Context: an optimization exercise on an open-source flow, tuned for small area. The choices shown serve that exercise and are no tape-out recipe.
The RTL of this run was laid out without a check of its function.
Power figures rest on the tool's default switching activity, not on a simulated workload.

### flow/run.sh
#!/bin/bash
# synth_recipe.tcl (not shown) runs the flow's synth.tcl, then flattens the netlist and writes it again
# the make line also repeats each setting of config.mk as NAME=value (left out here)
make -C /OpenROAD-flow-scripts/flow DESIGN_CONFIG=/design/flow/config.mk WORK_HOME=/design/flow/orfs CLKGATE_MAP_FILE= SYNTH_SCRIPT=/design/flow/synth_recipe.tcl finish
### flow/config.mk
export PLATFORM = sky130hd
export DESIGN_NAME = comm
export DESIGN_NICKNAME = comm
export VERILOG_FILES = /design/flow/design.v
export SDC_FILE = /design/flow/constraint.sdc
export NUM_CORES = 4
export LEC_CHECK = 0
export CAP_MARGIN = 20
export CORE_MARGIN = 2
export CORE_UTILIZATION = 40
export SLEW_MARGIN = 20
### flow/constraint.sdc
create_clock -name core_clock -period 10.0 [get_ports {clk}]
set_input_delay 2.0000 -clock core_clock [delete_from_list [all_inputs] [get_ports {clk}]]
set_output_delay 2.0000 -clock core_clock [all_outputs]
set_load 0.01 [all_outputs]
### flow/design.v
module FIFO #(parameter DATA_W = 8, ADDR_W = 5, BUFF_L = 32, OUT_ADDR_W = 3) (
    input  wire              clk           ,  
    input  wire              rst_n         ,  
    input  wire [DATA_W-1:0] fifo_in       ,
    input  wire              fifo_in_valid ,
    input  wire              rd_en         ,
    output reg               fifo_out      ,
    output reg               fifo_out_valid
);
    reg [DATA_W - 1 : 0] mem_array  [0: 2**ADDR_W - 1];
    reg [ADDR_W - 1 : 0] rd_ptr, wr_ptr;
    reg [ADDR_W - 1 : 0] rd_ptr_nxt, wr_ptr_nxt;
    reg                  full_ff, empty_ff;
    reg                  full_ff_nxt, empty_ff_nxt;
    reg [    DATA_W - 1 : 0] out_buff    ;
    reg [OUT_ADDR_W - 1 : 0] out_cnt, out_cnt_nxt;
    reg [             1 : 0] out_state_ff, out_state_ff_nxt;
    reg                      fetch       ;
    always @(posedge clk or negedge rst_n) begin : proc_reg_update
        if (~rst_n)    begin
            rd_ptr       <= {(ADDR_W){1'b 0}};
            wr_ptr       <= {(ADDR_W){1'b 0}};
            full_ff      <= 1'b 0;
            empty_ff     <= 1'b 1;
            out_cnt      <= {(OUT_ADDR_W){1'b 0}};
            out_state_ff <= 2'b 00;
        end else begin
            rd_ptr       <= rd_ptr_nxt;
            wr_ptr       <= wr_ptr_nxt;
            empty_ff     <= empty_ff_nxt;
            full_ff      <= full_ff_nxt;
            out_cnt      <= out_cnt_nxt;
            out_state_ff <= out_state_ff_nxt;
        end
    end
    always @(*) begin
        fetch <= (rd_en && out_state_ff == 2'b 00) || out_state_ff == 2'b 10;
    end
    always @(*) begin
        if (fetch == 1'b 1 && fifo_in_valid == 1'b 0) begin
            wr_ptr_nxt   <= wr_ptr;
            if (~empty_ff) begin
                rd_ptr_nxt   <= (rd_ptr < BUFF_L - 1)? rd_ptr + 4'h 1: {(ADDR_W){1'b 0}};
                if ((rd_ptr + 1 == wr_ptr) || ((rd_ptr == BUFF_L- 1) && (wr_ptr == 0)))
                    empty_ff_nxt <= 1'b 1;
                else
                    empty_ff_nxt <= 1'b 0;
                full_ff_nxt  <= 1'b 0;
            end else begin
                rd_ptr_nxt   <= rd_ptr;
                empty_ff_nxt <= empty_ff;
                full_ff_nxt  <= full_ff;
            end
        end else if (fetch == 1'b 0 && fifo_in_valid == 1'b 1) begin
            rd_ptr_nxt   <= rd_ptr;
            if (~full_ff) begin
                wr_ptr_nxt   <= (wr_ptr < BUFF_L - 1)? wr_ptr + 4'h 1: {(ADDR_W){1'b 0}};
                if ((wr_ptr + 1 == rd_ptr) || ((wr_ptr == BUFF_L- 1) && (rd_ptr == 0)))
                    full_ff_nxt  <= 1'b 1;
                else
                    full_ff_nxt  <= 1'b 0;
                empty_ff_nxt <= 1'b 0;
            end else begin
                wr_ptr_nxt   <= wr_ptr;
                empty_ff_nxt <= empty_ff;
                full_ff_nxt  <= full_ff;
            end
        end else if (fetch == 1'b 1 && fifo_in_valid == 1'b 1 && ~empty_ff) begin
            rd_ptr_nxt   <= (rd_ptr < BUFF_L - 1)? rd_ptr + 4'h 1: {(ADDR_W){1'b 0}};
            wr_ptr_nxt   <= (wr_ptr < BUFF_L - 1)? wr_ptr + 4'h 1: {(ADDR_W){1'b 0}};
            full_ff_nxt  <= full_ff;
            empty_ff_nxt <= empty_ff;
        end else begin
            rd_ptr_nxt   <= rd_ptr;
            wr_ptr_nxt   <= wr_ptr;
            full_ff_nxt  <= full_ff;
            empty_ff_nxt <= empty_ff;
        end
    end
    always @(posedge clk) begin : proc_mem
        if (fetch && ~fifo_in_valid) begin
             mem_array[wr_ptr] <= mem_array[wr_ptr];
            if (out_state_ff[0] == 1'b 0 && ~empty_ff) begin
                out_buff          <= mem_array[rd_ptr];
            end else
                out_buff          <= {(DATA_W){1'b 0}};
        end else if (~fetch && fifo_in_valid) begin
            out_buff <= out_buff;
            if (~full_ff)
                mem_array[wr_ptr] <= fifo_in;
            else
                mem_array[wr_ptr] <= mem_array[wr_ptr];
        end else if (fetch && fifo_in_valid) begin
            if (out_state_ff[0] == 1'b 0) begin
                if (empty_ff) begin
                    out_buff          <= fifo_in;
                    mem_array[wr_ptr] <= mem_array[wr_ptr];
                end else begin
                    out_buff          <= mem_array[rd_ptr];
                    mem_array[wr_ptr] <= fifo_in;
                end
            end else if (~full_ff) begin
                out_buff          <= out_buff;
                mem_array[wr_ptr] <= fifo_in;
            end else begin
                out_buff          <= out_buff;
                mem_array[wr_ptr] <= mem_array[wr_ptr];
            end
        end else begin
            out_buff          <= out_buff;
            mem_array[wr_ptr] <= mem_array[wr_ptr];
        end
    end
    always @(*) begin
        case (out_state_ff)
            2'b 00 : begin
                out_cnt_nxt <= {(OUT_ADDR_W){1'b 0}};
                if ((rd_en && ~empty_ff) || (rd_en && fifo_in_valid))
                    out_state_ff_nxt <= 2'b 01;
                else
                    out_state_ff_nxt <= 2'b 00;
            end
            2'b 01 : begin
                out_cnt_nxt <= out_cnt + 3'h 1;
                if (out_cnt == {{(OUT_ADDR_W - 1){1'b 1}}, 1'b 0}) begin
                    out_state_ff_nxt <= 2'b 10;
                end else begin
                    out_state_ff_nxt <= 2'b 01;
                end
            end
            2'b 10 : begin
                out_cnt_nxt <= {(OUT_ADDR_W){1'b 0}};
                if (empty_ff == 1'b 1)
                    out_state_ff_nxt <= 2'b 00;
                else
                    out_state_ff_nxt <= 2'b 01;
            end
            default : begin 
                out_cnt_nxt <= {(OUT_ADDR_W){1'b 0}};
                out_state_ff_nxt <= 2'b 00;
            end
        endcase
    end
    always @(negedge clk or negedge rst_n) begin
        if (~rst_n) begin
            fifo_out_valid <= 1'b 0;
            fifo_out       <= 1'b 0;
        end else begin
            fifo_out_valid <= (out_state_ff != 2'b00);
            fifo_out       <= (out_state_ff == 2'b 00)? 1'b 0 : out_buff[out_cnt];
        end
    end
endmodule
module CRC (
    input  wire clk           ,  
    input  wire rst_n         ,  
    input  wire data_in       ,
    input  wire data_in_valid ,
    output reg  data_out      ,
    output reg  data_out_valid
);
    reg  [ 3 : 0] out_ptr, out_ptr_nxt;
    reg  [ 1 : 0] state_ff, state_ff_nxt;
    reg  [15 : 0] ff      ;
    wire [15 : 0] next_ff ;
    assign {next_ff[14:11], next_ff[9:4], next_ff[2:0]} = {ff[15:12], ff[10:5], ff[3:1]};
    assign next_ff[3]  = ff[4] ^ next_ff[15];
    assign next_ff[10] = ff[11] ^ next_ff[15];
    assign next_ff[15] = ff[0] ^ data_in;
    always @(posedge clk or negedge rst_n) begin : proc_ff
        if(~rst_n) begin
            ff <= {16{1'b 1}};
        end else if (data_in_valid == 1'b 0 && state_ff == 2'b 00) begin
            ff <= {16{1'b 1}};
        end else if (data_in_valid == 1'b 1) begin
            ff <= next_ff;
        end else 
            ff <= ff;
    end
    always @(posedge clk or negedge rst_n) begin : proc_state_update
        if(~rst_n) begin
            out_ptr  <= {4{1'b 0}};
            state_ff <= 2'b 00;
        end else begin
            out_ptr  <= out_ptr_nxt;
            state_ff <= state_ff_nxt;
        end
    end
    always @(*)    begin
        case (state_ff)
            2'b 00 : begin
                out_ptr_nxt  <= {4{1'b 0}};
                if (data_in_valid == 1'b 1)
                    state_ff_nxt <= 2'b 01;
                else
                    state_ff_nxt <= 2'b 00;
            end
            2'b 01 : begin
                out_ptr_nxt  <= {4{1'b 0}};
                if (data_in_valid == 1'b 0)
                    state_ff_nxt <= 2'b 10;
                else
                    state_ff_nxt <= 2'b 01;
            end
            2'b 10 : begin
                if (out_ptr == {4{1'b 1}}) begin
                    state_ff_nxt <= 2'b 00;
                    out_ptr_nxt  <= {4{1'b 0}};
                end else begin
                    state_ff_nxt <= 2'b 10;
                    out_ptr_nxt  <= out_ptr + 4'h 1;
                end
            end
            default : begin
                state_ff_nxt <= 2'b 00;
                out_ptr_nxt  <= {4{1'b 0}};
            end
        endcase
    end
    always @(negedge clk or negedge rst_n) begin : proc_out
        if (~rst_n) begin
            data_out       <= 1'b 0;
            data_out_valid <= 1'b 0;
        end else begin
            data_out       <= (state_ff == 2'b 10)? ~ff[out_ptr] : 1'b 0;
            data_out_valid <= state_ff == 2'b 10;
        end
    end
endmodule
module WHITENING (
    input  wire       clk           ,  
    input  wire       rst_n         ,  
    input  wire       fifo_in       ,
    input  wire       fifo_in_valid ,
    input  wire       CRC_in        ,
    input  wire       CRC_in_valid  ,
    output reg  [7 : 0] data_out      ,
    output reg        data_out_valid
);
    reg [1 : 0] in_state_ff, in_state_ff_nxt;
    reg [2 : 0] in_bit_cnt, in_bit_cnt_nxt;
    reg [8 : 0] pin_ff     ;
    reg [7 : 0] pin_reg, pin_reg_nxt;
    reg [7 : 0] in_buff    ;
    wire [8 : 0] pin_ff_nxt;
    wire         data_in   ;
    assign pin_ff_nxt = {(pin_ff[0] ^ pin_ff[5]), pin_ff[8 : 1]};
    assign data_in = (fifo_in_valid)? fifo_in :
        (CRC_in_valid)? CRC_in : 1'b 0;
    always @(posedge clk or negedge rst_n) begin : proc_whitening
        if (~rst_n) begin
            pin_ff <= {9{1'b 1}};
        end else if (fifo_in_valid || CRC_in_valid) begin
            pin_ff <= pin_ff_nxt;
        end else if (in_state_ff == 2'b 00) begin
            pin_ff <= {9{1'b 1}};
        end else
            pin_ff <= pin_ff;
    end
    always @(posedge clk or negedge rst_n) begin : proc_update_states
        if(~rst_n) begin
            in_state_ff <= 2'b 00;
            in_bit_cnt  <= {3{1'b 0}};
            pin_reg     <= {3{1'b 0}};
        end else begin
            in_state_ff <= in_state_ff_nxt;
            in_bit_cnt  <= in_bit_cnt_nxt;
            pin_reg     <= pin_reg_nxt;
        end
    end
    always @(*) begin : proc_input_state_control
        case (in_state_ff)
            2'b 00 : begin
                if (fifo_in_valid == 1'b 1) begin
                    in_state_ff_nxt <= 2'b 01;
                    in_bit_cnt_nxt  <= 3'b001;
                end else begin
                    in_state_ff_nxt <= 2'b 00;
                    in_bit_cnt_nxt  <= {3{1'b 0}};
                end
            end
            2'b 01 : begin
                if (fifo_in_valid == 1'b 0) begin
                    in_bit_cnt_nxt  <= {3{1'b 0}};
                    in_state_ff_nxt <= 2'b 10;
                end else begin
                    in_state_ff_nxt <= 2'b 01;
                    in_bit_cnt_nxt  <= in_bit_cnt + 3'h 1;
                end
            end
            2'b 10 : begin
                if (CRC_in_valid == 1'b 1) begin
                    in_state_ff_nxt <= 2'b 11;
                    in_bit_cnt_nxt  <= 3'b 001;
                end else begin
                    in_state_ff_nxt <= 2'b 10;
                    in_bit_cnt_nxt  <= {3{1'b 0}};
                end
            end
            2'b 11 : begin
                in_bit_cnt_nxt  <= in_bit_cnt + 3'h 1;
                if (CRC_in_valid == 1'b 0)
                    in_state_ff_nxt <= 2'b 00;
                else
                    in_state_ff_nxt <= 2'b 11;
            end
            default : begin
                in_state_ff_nxt <= 2'b 00;
                in_bit_cnt_nxt  <= {3{1'b 0}};
            end
        endcase
    end
    always @(*) begin : proc_pincode_control
        if ((CRC_in_valid || fifo_in_valid) && in_bit_cnt == {3{1'b 0}})
            pin_reg_nxt <= pin_ff[7 : 0];
        else
            pin_reg_nxt <= pin_reg;
    end
    always @(posedge clk or negedge rst_n) begin : proc_input_update
        if(~rst_n) begin
            in_buff <= {8{1'b 0}};
        end else if (fifo_in_valid || CRC_in_valid) begin
            in_buff <= {data_in, in_buff[7 : 1]};
        end else if (in_state_ff == 2'b 00) begin
            in_buff <= {8{1'b 0}};
        end else 
            in_buff <= in_buff;
    end
    always @(negedge clk or negedge rst_n) begin : proc_output_update
        if(~rst_n) begin
            data_out       <= {8{1'b 0}};
            data_out_valid <= 1'b 0;
        end else begin
            data_out       <= pin_reg ^ in_buff;
            data_out_valid <= ((in_state_ff == 2'b 01 || in_state_ff == 2'b 11) && (in_bit_cnt == {3{1'b 0}}))? 1'b 1 : 1'b 0;
        end
    end
endmodule
module FRAMING (
    input  wire       clk           ,  
    input  wire       rst_n         ,  
    input  wire       frame_en      ,
    input  wire [7:0] data_in       ,
    input  wire       data_in_valid ,
    output reg        data_out      ,
    output reg        data_out_valid,
    output reg        frame_ready
);
    parameter [63:0] Preamble = 64'h AA_AA_AA_AA_AA_AA_AA_AA;
    parameter [15:0] SFD = 16'h F3_98;
    parameter DATA_W = 8, ADDR_W = 4, BUFF_L = 10, OUT_ADDR_W = 3;
    reg [1:0] state_ff, state_ff_nxt;
    reg [5:0] bit_ptr, bit_ptr_nxt;
    wire      fifo_rd_en, fifo_out, fifo_out_valid;
    reg [DATA_W - 1 : 0] mem_array  [0: 2**ADDR_W - 1];
    reg [ADDR_W - 1 : 0] rd_ptr, wr_ptr;
    reg [ADDR_W - 1 : 0] rd_ptr_nxt, wr_ptr_nxt;
    reg                  full_ff, empty_ff;
    reg                  full_ff_nxt, empty_ff_nxt;
    reg [    DATA_W - 1 : 0] out_buff    ;
    reg [OUT_ADDR_W - 1 : 0] out_cnt, out_cnt_nxt;
    reg [             1 : 0] out_state_ff, out_state_ff_nxt;
    wire                     fetch       ;
    always @(posedge clk or negedge rst_n) begin : proc_reg_update
        if (~rst_n)    begin
            rd_ptr       <= {(ADDR_W){1'b 0}};
            wr_ptr       <= {(ADDR_W){1'b 0}};
            full_ff      <= 1'b 0;
            empty_ff     <= 1'b 1;
            out_cnt      <= {(OUT_ADDR_W){1'b 0}};
            out_state_ff <= 2'b 00;
            state_ff     <= 2'b 00;
            bit_ptr      <= {6{1'b 0}};
        end else begin
            rd_ptr       <= rd_ptr_nxt;
            wr_ptr       <= wr_ptr_nxt;
            empty_ff     <= empty_ff_nxt;
            full_ff      <= full_ff_nxt;
            out_cnt      <= out_cnt_nxt;
            out_state_ff <= out_state_ff_nxt;
            state_ff     <= state_ff_nxt;
            bit_ptr      <= bit_ptr_nxt;
        end
    end
    assign fetch      = (fifo_rd_en && out_state_ff == 2'b 00) || out_state_ff == 2'b 10;
    assign fifo_rd_en = (state_ff == 2'b 10) && (bit_ptr == 6'h 0F);
    always @(*) begin
        if (fetch == 1'b 1 && data_in_valid == 1'b 0) begin
            wr_ptr_nxt   <= wr_ptr;
            if (~empty_ff) begin
                rd_ptr_nxt   <= (rd_ptr < BUFF_L - 1)? rd_ptr + 4'h 1: {(ADDR_W){1'b 0}};
                if ((rd_ptr + 1 == wr_ptr) || ((rd_ptr == BUFF_L- 1) && (wr_ptr == 0)))
                    empty_ff_nxt <= 1'b 1;
                else
                    empty_ff_nxt <= 1'b 0;
                full_ff_nxt  <= 1'b 0;
            end else begin
                rd_ptr_nxt   <= rd_ptr;
                empty_ff_nxt <= empty_ff;
                full_ff_nxt  <= full_ff;
            end
        end else if (fetch == 1'b 0 && data_in_valid == 1'b 1) begin
            rd_ptr_nxt   <= rd_ptr;
            if (~full_ff) begin
                wr_ptr_nxt   <= (wr_ptr < BUFF_L - 1)? wr_ptr + 4'h 1: {(ADDR_W){1'b 0}};
                if ((wr_ptr + 1 == rd_ptr) || ((wr_ptr == BUFF_L- 1) && (rd_ptr == 0)))
                    full_ff_nxt  <= 1'b 1;
                else
                    full_ff_nxt  <= 1'b 0;
                empty_ff_nxt <= 1'b 0;
            end else begin
                wr_ptr_nxt   <= wr_ptr;
                empty_ff_nxt <= empty_ff;
                full_ff_nxt  <= full_ff;
            end
        end else if (fetch == 1'b 1 && data_in_valid == 1'b 1 && ~empty_ff) begin
            rd_ptr_nxt   <= (rd_ptr < BUFF_L - 1)? rd_ptr + 4'h 1: {(ADDR_W){1'b 0}};
            wr_ptr_nxt   <= (wr_ptr < BUFF_L - 1)? wr_ptr + 4'h 1: {(ADDR_W){1'b 0}};
            full_ff_nxt  <= full_ff;
            empty_ff_nxt <= empty_ff;
        end else begin
            rd_ptr_nxt   <= rd_ptr;
            wr_ptr_nxt   <= wr_ptr;
            full_ff_nxt  <= full_ff;
            empty_ff_nxt <= empty_ff;
        end
    end
    always @(posedge clk) begin : proc_mem
        if (fetch && ~data_in_valid) begin
            mem_array[wr_ptr] <= mem_array[wr_ptr];
            if (out_state_ff[0] == 1'b 0 && ~empty_ff)
                out_buff          <= mem_array[rd_ptr];
            else
                out_buff          <= out_buff;
        end else if (~fetch && data_in_valid) begin
            out_buff          <= out_buff;
            if (~full_ff)
                mem_array[wr_ptr] <= data_in;
            else 
                mem_array[wr_ptr] <= mem_array[wr_ptr];
        end else if (fetch && data_in_valid) begin
            if (out_state_ff[0] == 1'b 0) begin
                if (empty_ff) begin
                    out_buff          <= data_in;
                    mem_array[wr_ptr] <= mem_array[wr_ptr];
                end else begin
                    out_buff          <= mem_array[rd_ptr];
                    mem_array[wr_ptr] <= data_in;
                end
            end else if (~full_ff) begin
                out_buff          <= out_buff;
                mem_array[wr_ptr] <= data_in;
            end
        end else begin
            out_buff          <= out_buff;
            mem_array[wr_ptr] <= mem_array[wr_ptr];
        end
    end
    always @(*) begin
        case (out_state_ff)
            2'b 00 : begin
                out_cnt_nxt <= {(OUT_ADDR_W){1'b 0}};
                if ((fifo_rd_en && ~empty_ff) || (fifo_rd_en && data_in_valid))
                    out_state_ff_nxt <= 2'b 01;
                else
                    out_state_ff_nxt <= 2'b 00;
            end
            2'b 01 : begin
                out_cnt_nxt <= out_cnt + 3'h 1;
                if (out_cnt == {{(OUT_ADDR_W - 1){1'b 1}}, 1'b 0})
                    out_state_ff_nxt <= 2'b 10;
                else
                    out_state_ff_nxt <= 2'b 01;
            end
            2'b 10 : begin
                out_cnt_nxt <= {(OUT_ADDR_W){1'b 0}};
                if (empty_ff == 1'b 1)
                    out_state_ff_nxt <= 2'b 00;
                else
                    out_state_ff_nxt <= 2'b 01;
            end
            default : begin
                out_cnt_nxt <= {(OUT_ADDR_W){1'b 0}};
                out_state_ff_nxt <= 2'b 00;
            end
        endcase
    end
    always @(*) begin : proc_state_control
        case (state_ff)
            2'b 00 : begin
                bit_ptr_nxt  <= {6{1'b 0}};
                if(frame_en == 1'b 1) begin
                    state_ff_nxt <= 2'b 01;
                end else begin
                    state_ff_nxt <= 2'b 00;
                end
            end
            2'b 01 : begin
                if(bit_ptr == 6'h 3F) begin
                    state_ff_nxt <= 2'b 10;
                    bit_ptr_nxt  <= {6{1'b 0}};
                end else begin
                    state_ff_nxt <= 2'b 01;
                    bit_ptr_nxt  <= bit_ptr + 6'h 1;
                end
            end
            2'b 10 : begin
                if(bit_ptr == 6'h 0F) begin
                    state_ff_nxt <= 2'b 11;
                    bit_ptr_nxt  <= {6{1'b 0}};
                end else begin
                    state_ff_nxt <= 2'b 10;
                    bit_ptr_nxt  <= bit_ptr + 6'h 1;
                end
            end
            2'b 11 : begin
                bit_ptr_nxt  <= {6{1'b 0}};
                if(data_out_valid == 1'b 1) begin
                    state_ff_nxt <= 2'b 11;
                end else begin
                    state_ff_nxt <= 2'b 00;
                end
            end
            default : begin
                state_ff_nxt <= 2'b 00;
                bit_ptr_nxt  <= {6{1'b 0}};
            end
        endcase
    end
    always @(negedge clk or negedge rst_n) begin : proc_output_control
        if (~rst_n) begin
            data_out_valid <= 1'b 0;
            data_out       <= 1'b 0;
        end else begin
            case (state_ff)
                2'b 00 : begin
                    data_out_valid <= 1'b 0;
                    data_out       <= 1'b 0;
                end
                2'b 01 : begin
                    data_out_valid <= 1'b 1;
                    data_out       <= Preamble[bit_ptr];
                end
                2'b 10 : begin
                    data_out_valid <= 1'b 1;
                    data_out       <= SFD[bit_ptr];
                end
                2'b 11 : begin
                    data_out_valid <= (out_state_ff != 2'b00);
                    data_out       <= (out_state_ff == 2'b 00)? 1'b 0 : out_buff[out_cnt];
                end
                default : begin
                    data_out_valid <= data_out_valid;
                    data_out       <= data_out;
                end
            endcase
        end
    end
    always @(*) begin : proc_output_connect
        frame_ready <= state_ff == 2'b 00;
    end
endmodule
module framing_encoding (
	input  wire       clk                       ,  
	input  wire       reset_n                   ,  
	input  wire [7:0] phr_psdu_in               ,
	input  wire       phr_psdu_in_valid         ,
	output wire       framing_encoding_out      ,
	output wire       framing_encoding_out_valid
);
	wire       fifo_rd_en, fifo_out, fifo_out_valid, crc_out, crc_out_valid, whitening_out_valid;
	wire [7:0] whitening_out;
	FIFO #(
		.ADDR_W(4 ),
		.BUFF_L(16)
	) fifo (
		.clk           (clk              ),
		.rst_n         (reset_n          ),
		.fifo_in       (phr_psdu_in      ),
		.fifo_in_valid (phr_psdu_in_valid),
		.rd_en         (fifo_rd_en       ),
		.fifo_out      (fifo_out         ),
		.fifo_out_valid(fifo_out_valid   )
	);
	CRC crc (
		.clk           (clk           ),
		.rst_n         (reset_n       ),
		.data_in       (fifo_out      ),
		.data_in_valid (fifo_out_valid),
		.data_out      (crc_out       ),
		.data_out_valid(crc_out_valid )
	);
	WHITENING whitening (
		.clk           (clk                ),
		.rst_n         (reset_n            ),
		.fifo_in       (fifo_out           ),
		.fifo_in_valid (fifo_out_valid     ),
		.CRC_in        (crc_out            ),
		.CRC_in_valid  (crc_out_valid      ),
		.data_out      (whitening_out      ),
		.data_out_valid(whitening_out_valid)
	);
	FRAMING framing (
		.clk           (clk                       ),
		.rst_n         (reset_n                   ),
		.frame_en      (phr_psdu_in_valid         ),
		.data_in       (whitening_out             ),
		.data_in_valid (whitening_out_valid       ),
		.data_out      (framing_encoding_out      ),
		.data_out_valid(framing_encoding_out_valid),
		.frame_ready   (fifo_rd_en                )
	);
endmodule
module DEMODULATION(
  input      wire      clk,
  input      wire      rst,
  input      wire      data_in,
  input      wire      fsc_end,
  output     reg       data_out,
  output     reg       data_out_valid
  );
    reg            state, state_nxt;
    reg [79:0]     buffer, buffer_nxt;
    wire           match;
    parameter SHR = 80'hF3_98_AA_AA_AA_AA_AA_AA_AA_AA;
    assign match = (buffer == SHR);
    always @(posedge clk or negedge rst) begin
        if (~rst) begin
            buffer  <= {80{1'b1}};
        end else begin
            buffer  <= buffer_nxt;
        end
    end
    always @(negedge clk or negedge rst) begin
        if (~rst) begin
            state  <= 0;
        end else begin
            state  <= state_nxt;
        end
    end
    always @(*) begin : proc_buffer_control
        if (state == 2'b 00 || fsc_end) begin
            buffer_nxt <= {data_in, buffer[79 : 1]};
        end else begin
            buffer_nxt <= {80{1'b1}};
        end
    end
    always @(*) begin : proc_state_control
        case (state)
            0 : state_nxt <= (match)? 1'b 1 : state;
            1 : state_nxt <= (fsc_end)? 1'b 0 : state;
        endcase
    end
    always @(*) begin : proc_out_control
        data_out <= (state)? data_in : 1'b 0;
        data_out_valid <= state;
    end
endmodule
module DEWHITENING (
    input  wire           clk           ,  
    input  wire           rst_n         ,  
    input  wire           data_in       ,
    input  wire           data_in_valid ,
    output reg  [7 : 0]   data_out      ,
    output reg  [1 : 0]   data_out_valid,
    output reg            fsc_end
);
    reg [2 : 0] in_bit_cnt, in_bit_cnt_nxt;
    reg [8 : 0] pin_ff     ;
    reg [7 : 0] pin_reg, pin_reg_nxt;
    reg [7 : 0] in_buff    ;
    reg [7 : 0] cnt, cnt_nxt;
    reg [1 : 0] phr_cnt, phr_cnt_nxt;
    reg [1 : 0] state, state_nxt;
    wire [8 : 0] pin_ff_nxt;
    wire [7 : 0] whitening_out;
    assign pin_ff_nxt = {(pin_ff[0] ^ pin_ff[5]), pin_ff[8 : 1]};
    assign whitening_out = pin_reg ^ in_buff;
    always @(posedge clk or negedge rst_n) begin : proc_update_states
        if(~rst_n) begin
            in_bit_cnt  <= {3{1'b 0}};
            pin_reg     <= {8{1'b 0}};
            cnt         <= {8{1'b 0}};
            phr_cnt     <= 2'b 00;
            state       <= 2'b 00;
        end else begin
            in_bit_cnt  <= in_bit_cnt_nxt;
            pin_reg     <= pin_reg_nxt;
            cnt         <= cnt_nxt;
            phr_cnt     <= phr_cnt_nxt;
            state       <= state_nxt;
        end
    end
    always @(posedge clk or negedge rst_n) begin : proc_update_pin
        if (~rst_n)
            pin_ff <= {9{1'b 1}};
        else if (~data_in_valid || fsc_end)
            pin_ff <= {9{1'b 1}};
        else
            pin_ff <= pin_ff_nxt;
    end
    always @(*) begin : proc_input_state_control
        if (data_in_valid == 1'b 1) begin
            in_bit_cnt_nxt  <= in_bit_cnt + 3'h 1;
        end else begin
            in_bit_cnt_nxt  <= {3{1'b 0}};
        end
    end
    always @(*) begin : proc_pincode_control
        if (data_in_valid && in_bit_cnt == {3{1'b 0}})
            pin_reg_nxt <= pin_ff[7 : 0];
        else
            pin_reg_nxt <= pin_reg;
    end
    always @(posedge clk or negedge rst_n) begin : proc_input_update
        if(~rst_n) begin
            in_buff <= {8{1'b 0}};
        end else if (data_in_valid && ~fsc_end) begin
            in_buff <= {data_in, in_buff[7 : 1]};
        end else
            in_buff <= in_buff;
    end
    always @(*) begin : proc_state
        if (in_bit_cnt == 3'h 0)
            case (state)
                2'b 00 : state_nxt <= (data_in_valid && ~fsc_end) ? 2'b 01 : state;
                2'b 01 : state_nxt <= phr_cnt == 2'h 1 ? 2'b 10 : state;
                2'b 10 : state_nxt <= cnt == 8'h 01 ? 2'b 11 : state;
                2'b 11 : state_nxt <= cnt == 8'h 01 ? 2'b 00 : state;
            endcase
        else 
            state_nxt <= state;
    end
    always @(*) begin : proc_cnt
        if (in_bit_cnt == 3'h 0 && data_in_valid && state != 2'h 0) begin
            if (state == 2'h 1) begin
                cnt_nxt <= (cnt == 8'h 00) ? whitening_out : cnt - 8'h 01;
                phr_cnt_nxt <= (phr_cnt == 2'h 0) ? 2'h 3 : phr_cnt - 2'h 1;
            end else begin
                cnt_nxt <= (cnt == 8'h 01 && state != 2'h 3) ? 8'h 2 : cnt - 8'h 01;
                phr_cnt_nxt <= 2'h 0;
            end
        end else begin
            cnt_nxt <= cnt;
            phr_cnt_nxt <= phr_cnt;
        end
    end
    always @(negedge clk or negedge rst_n) begin : proc_output
        if (~rst_n) begin
            data_out       <= 8'h 00;
            data_out_valid <= 2'h 0;
            fsc_end        <= 1'b 0;
        end else if (in_bit_cnt == 3'h 0 && data_in_valid && ~fsc_end) begin
            data_out       <= whitening_out;
            data_out_valid <= state;
            fsc_end <=  (state == 2'h 3 && cnt == 8'h 01) ? 1'b 1 : 1'b 0;
        end else begin
            data_out       <= 8'h 00;
            data_out_valid <= 2'h 0;
            fsc_end        <= 1'b 0;
        end
   end
endmodule
module framing_decoding (
	input  wire       clk                       ,  
	input  wire       reset_n                   ,  
	input  wire       data_in,
	output wire [7:0] data_out,
	output wire [1:0]      data_out_valid
);
    wire fsc_end;
    wire dem_out, dem_out_valid;
    DEMODULATION u0Demodulation(
        .clk    (clk),
        .rst    (reset_n),
        .data_in    (data_in),
        .fsc_end    (fsc_end),
        .data_out   (dem_out),
        .data_out_valid    (dem_out_valid)
    );
    DEWHITENING u0Dewhitening(
        .clk        (clk),
        .rst_n      (reset_n),
        .data_in    (dem_out),
        .data_in_valid (dem_out_valid),
        .data_out   (data_out),
        .data_out_valid (data_out_valid),
        .fsc_end    (fsc_end)
    );
endmodule
module comm (
     input  wire          clk,
     input  wire          reset_n,
     input  wire [7:0]    phr_psdu_in,
     input  wire          phr_psdu_in_valid,
     output wire          tx_out,
     output wire          tx_out_valid,
     input  wire          rx_in,
     output wire [7:0]    out,
     output wire [1:0]    out_valid
);
framing_encoding u0framing_encoding(
    .framing_encoding_out        (tx_out),
    .framing_encoding_out_valid  (tx_out_valid),
    .phr_psdu_in                 (phr_psdu_in),
    .phr_psdu_in_valid           (phr_psdu_in_valid),
    .clk                         (clk),
    .reset_n                     (reset_n)
);
framing_decoding u0framing_decoding(
    .data_out        (out),
    .data_out_valid  (out_valid),
    .data_in         (rx_in),
    .clk             (clk),
    .reset_n         (reset_n)
);
endmodule
==> notes.md <==
-- cell usage in the layout (no fill, tap or decap), types with 30 or more instances in the layout --
cell type,netlist,routed
mux4_2,74,74
dfrtp_1,94,90
mux2i_1,30,30
ha_1,49,49
dfstp_2,116,116
mux2_2,37,37
clkbuf_16,0,53
edfxtp_1,272,272
xnor2_1,31,31
nand2b_1,106,105
a211oi_1,46,45
inv_1,55,55
a21oi_1,41,41
o21ai_0,33,33
nor2_1,148,146
nand2_1,75,75
-- per-layer routing --
layer  GRT usage [%]  routed length [um]
met4           6.532                1676
met1           21.48               20730
met5               0                   0
met3           2.510                1975
met2           27.14               23220
-- cells by family (layout without fill, tap and decap cells) --
logic type      after synthesis  count (layout)
buf+inv                     138             196
mux                         165             165
compound gates              229             229
xor+xnor                     45              45
simple gates                465             465
flops                       509             509
fa+ha+maj                    49              49
-- stage by stage --
| step | instances | utilization (%) | total power [W] | hold WS [ps] | setup slack [ps] |
|---|---|---|---|---|---|
| after floorplan | 1600 | - | 0.004162 | 430.9 | 2356 |
| after global placement | 2313 | 42.14 | 0.004632 | 450.3 | 2054 |
| after detailed placement | 2313 | 42.15 | 0.004680 | 456.8 | 2048 |
| after CTS | 2413 | 45.27 | 0.006684 | 465.8 | 1430 |
| after global routing | 2414 | 45.32 | 0.006950 | 487.8 | 1427 |
| final | 2414 | 45.32 | 0.006612 | 462.8 | 1469 |
-- cell usage after synthesis, types with 4 or more instances --
cell type | count | share of area, %
dfrtn_1 | 27 | 3.0
mux2_2 | 37 | 1.8
and3_1 | 4 | 0.11
inv_1 | 55 | 0.91
ha_1 | 49 | 2.7
mux4_2 | 74 | 7.3
a22o_1 | 13 | 0.50
a21oi_1 | 41 | 0.90
nand3b_1 | 9 | 0.30
and2_1 | 12 | 0.33
nand4b_1 | 4 | 0.15
edfxtp_1 | 272 | 36
nand2b_1 | 106 | 2.9
a32oi_1 | 9 | 0.35
nand3_1 | 20 | 0.44
xnor2_1 | 31 | 1.2
a31oi_1 | 8 | 0.22
dfstp_2 | 116 | 13
nor4_1 | 4 | 0.11
nor3b_1 | 4 | 0.13
mux2i_1 | 30 | 1.3
buf_2 | 13 | 0.29
o21ai_0 | 33 | 0.72
dfrtp_1 | 94 | 10
nor4b_1 | 6 | 0.23
o22a_1 | 9 | 0.35
a222oi_1 | 8 | 0.35
clkbuf_1 | 58 | 0.96
nor2b_1 | 27 | 0.74
mux4_1 | 23 | 2.7
buf_1 | 6 | 0.099
nor3_1 | 15 | 0.33
o21ai_1 | 15 | 0.33
a211oi_1 | 46 | 1.5
xor2_1 | 14 | 0.54
nor4bb_1 | 8 | 0.35
o22ai_1 | 14 | 0.38
nand4_1 | 7 | 0.19
nor2_1 | 148 | 2.4
o31ai_1 | 15 | 0.49
nand2_1 | 75 | 1.2
-- power by group through the flow --
| stage | Clock [W] | Combinational [W] | Sequential (W) |
|---|---|---|---|
| 3_3_place_gp | 0 | 0.00160 | 0.00303 |
| 5_1_grt | 0.00212 | 0.00177 | 0.00306 |
| 4_1_cts | 0.00204 | 0.00163 | 0.00301 |
| 2_1_floorplan | 0 | 0.00127 | 0.00290 |
| 3_5_place_dp | 0 | 0.00163 | 0.00305 |
| 6_report | 0.00198 | 0.00162 | 0.00301 |
-- final cells by class --
class,instances,area share (%)
clock buffer,66,5.460
clock inverter,34,1.430
inverter,57,0.8373
multi-input combinational,953,31.42
sequential,509,55.76
tap,756,3.702
timing repair buffer,39,1.391
-- path summary, 6_finish.rpt --
check                                                            start                                    endpoint  depth (start not counted)  slack, ps
setup / recovery             u0framing_encoding.framing.data_out_valid                                tx_out_valid                          1       1470
hold / removal                            u0framing_encoding.crc.ff[8]                u0framing_encoding.crc.ff[7]                          2        460
setup reg to reg           u0framing_encoding.whitening.data_out_valid  u0framing_encoding.framing.mem_array[1][0]                          6       2180
hold reg to reg                           u0framing_encoding.crc.ff[8]                u0framing_encoding.crc.ff[7]                          2        460
max in group asynchronous                                      reset_n             u0framing_encoding.crc.data_out                          1       3060
min in group asynchronous                                      reset_n       u0framing_encoding.framing.out_cnt[2]                          1       1430
==> impl_metrics.toml <==
[clock_tree]
cts_hold_buf = 0
clock_path_buffers = 3
postCtsSetupBuffers = 0
cts_buffers = 53
clk_pin_slew_ps = 60
cts_sinks = 509
clkLatencyLatePin_ps = 600
root_buffer = "clkbuf_16"
h-tree-depth = 2
cts_tree = "yes"
cts_resized = 0

[synth]
yosys.area_share.simple_pct = 10.57
synth_seq_cells = 509
synth-xor-area-share_pct = 1.729
synth-compound-area-share_pct = 6.818
muxShareOfSynthArea_pct = 13.16
synth.net_count = 1661
netlist_instances = 1600
synth_cell_types = 70
syn_avg_cell_area_um2 = 14.24
synth_flop_cell = "edfxtp_1"
synth_fa_ha_area_share_pct = 2.690
synth_top_family_by_area = "multiplexers"
ys_seq_area_share_pct = 62.49
ys_warn_count = 6
synthArstFlopShare_pct = 46.56
synth_edf_count = 272
synth_area_um2 = 22790

[setup_path]
cp.arrival_ps = 6530
crit_buf_inv = 1
cp_top_family = "buffers and inverters"
critPathCaptureType = "primary output"
crit_type = "reg -> out"
crit_fanout = 3
worstPathCellList = "clkdlybuf4s50_1"
startpoint_type = "flip-flop"
max_stage_delay_ps = 540
crit_path_top_delay_cell = "clkdlybuf4s50_1"
worstPathRequired_ps = 8000

[timing]
fin_tns_setup_ps = 0
worst_slew_pin_slew_ps = 1090
rsz0062_at_grt = "false"
fin_skew_ps = 35.64
slew_viol_final = 0
hold_viol = 0
setup_viol = 0
slew_headroom_pct = 26.75

[drt]
drtIter0Drc = 947
ant_nets = 0
wirelength_um = 47600
detail_route.first_pass.iterations = 6
viasPerCell = 5.404
vias = 13050
avgRoutedWirePerCell_um = 19.72
drc = 0

[run]
cap_violations = 0

[place]
post-dp-hpwl_um = 30490
routabilityCongestion = 0.8088
port_buffers = 23
place_area_um2 = 23770

[grt]
grt_pass1_vias = 13420
grt_pass1_wl_um = 76040
gr-total-overflow = 0
grt.total_usage_pct = 16.30
antenna_found_initial = 0
grt_max_degree = 102

[floorplanning]
die_area_um2 = 58910
coreArea_um2 = 56390
row_count = 87
start_util_pct = 40.42
die_y_um = 242.7
io_pins = 24
fp.dieW_um = 242.7

[pwr]
p_per_area_nw_per_um2 = 258.8
swShare_pct = 30.95
p_leak_nw = 9.313
pwr-share-clk_pct = 29.9
peakVddDrop_mv = 0.1444
p_int_w = 0.004565
seq_power_share_pct = 45.6
combPwrFrac_pct = 24.5
p_sw_w = 0.002047

[layout]
syn2layout_area_growth_pct = 12.12
final-seq-area_um2 = 14250
drive_gt1_share_pct = 20.99
fillers = 5010
postLayoutCellArea_um2 = 25550
diodes = 0
multiInputGateArea_um2 = 8029
top_regs = "u0framing_encoding.fifo.mem_array x128, u0framing_encoding.framing.mem_array x128, u0framing_decoding.u0Demodulation.buffer x80"
num-nets-final = 1674

[outcome]
status = "finished clean"

[hold_path]
min_path_type = "reg -> reg"
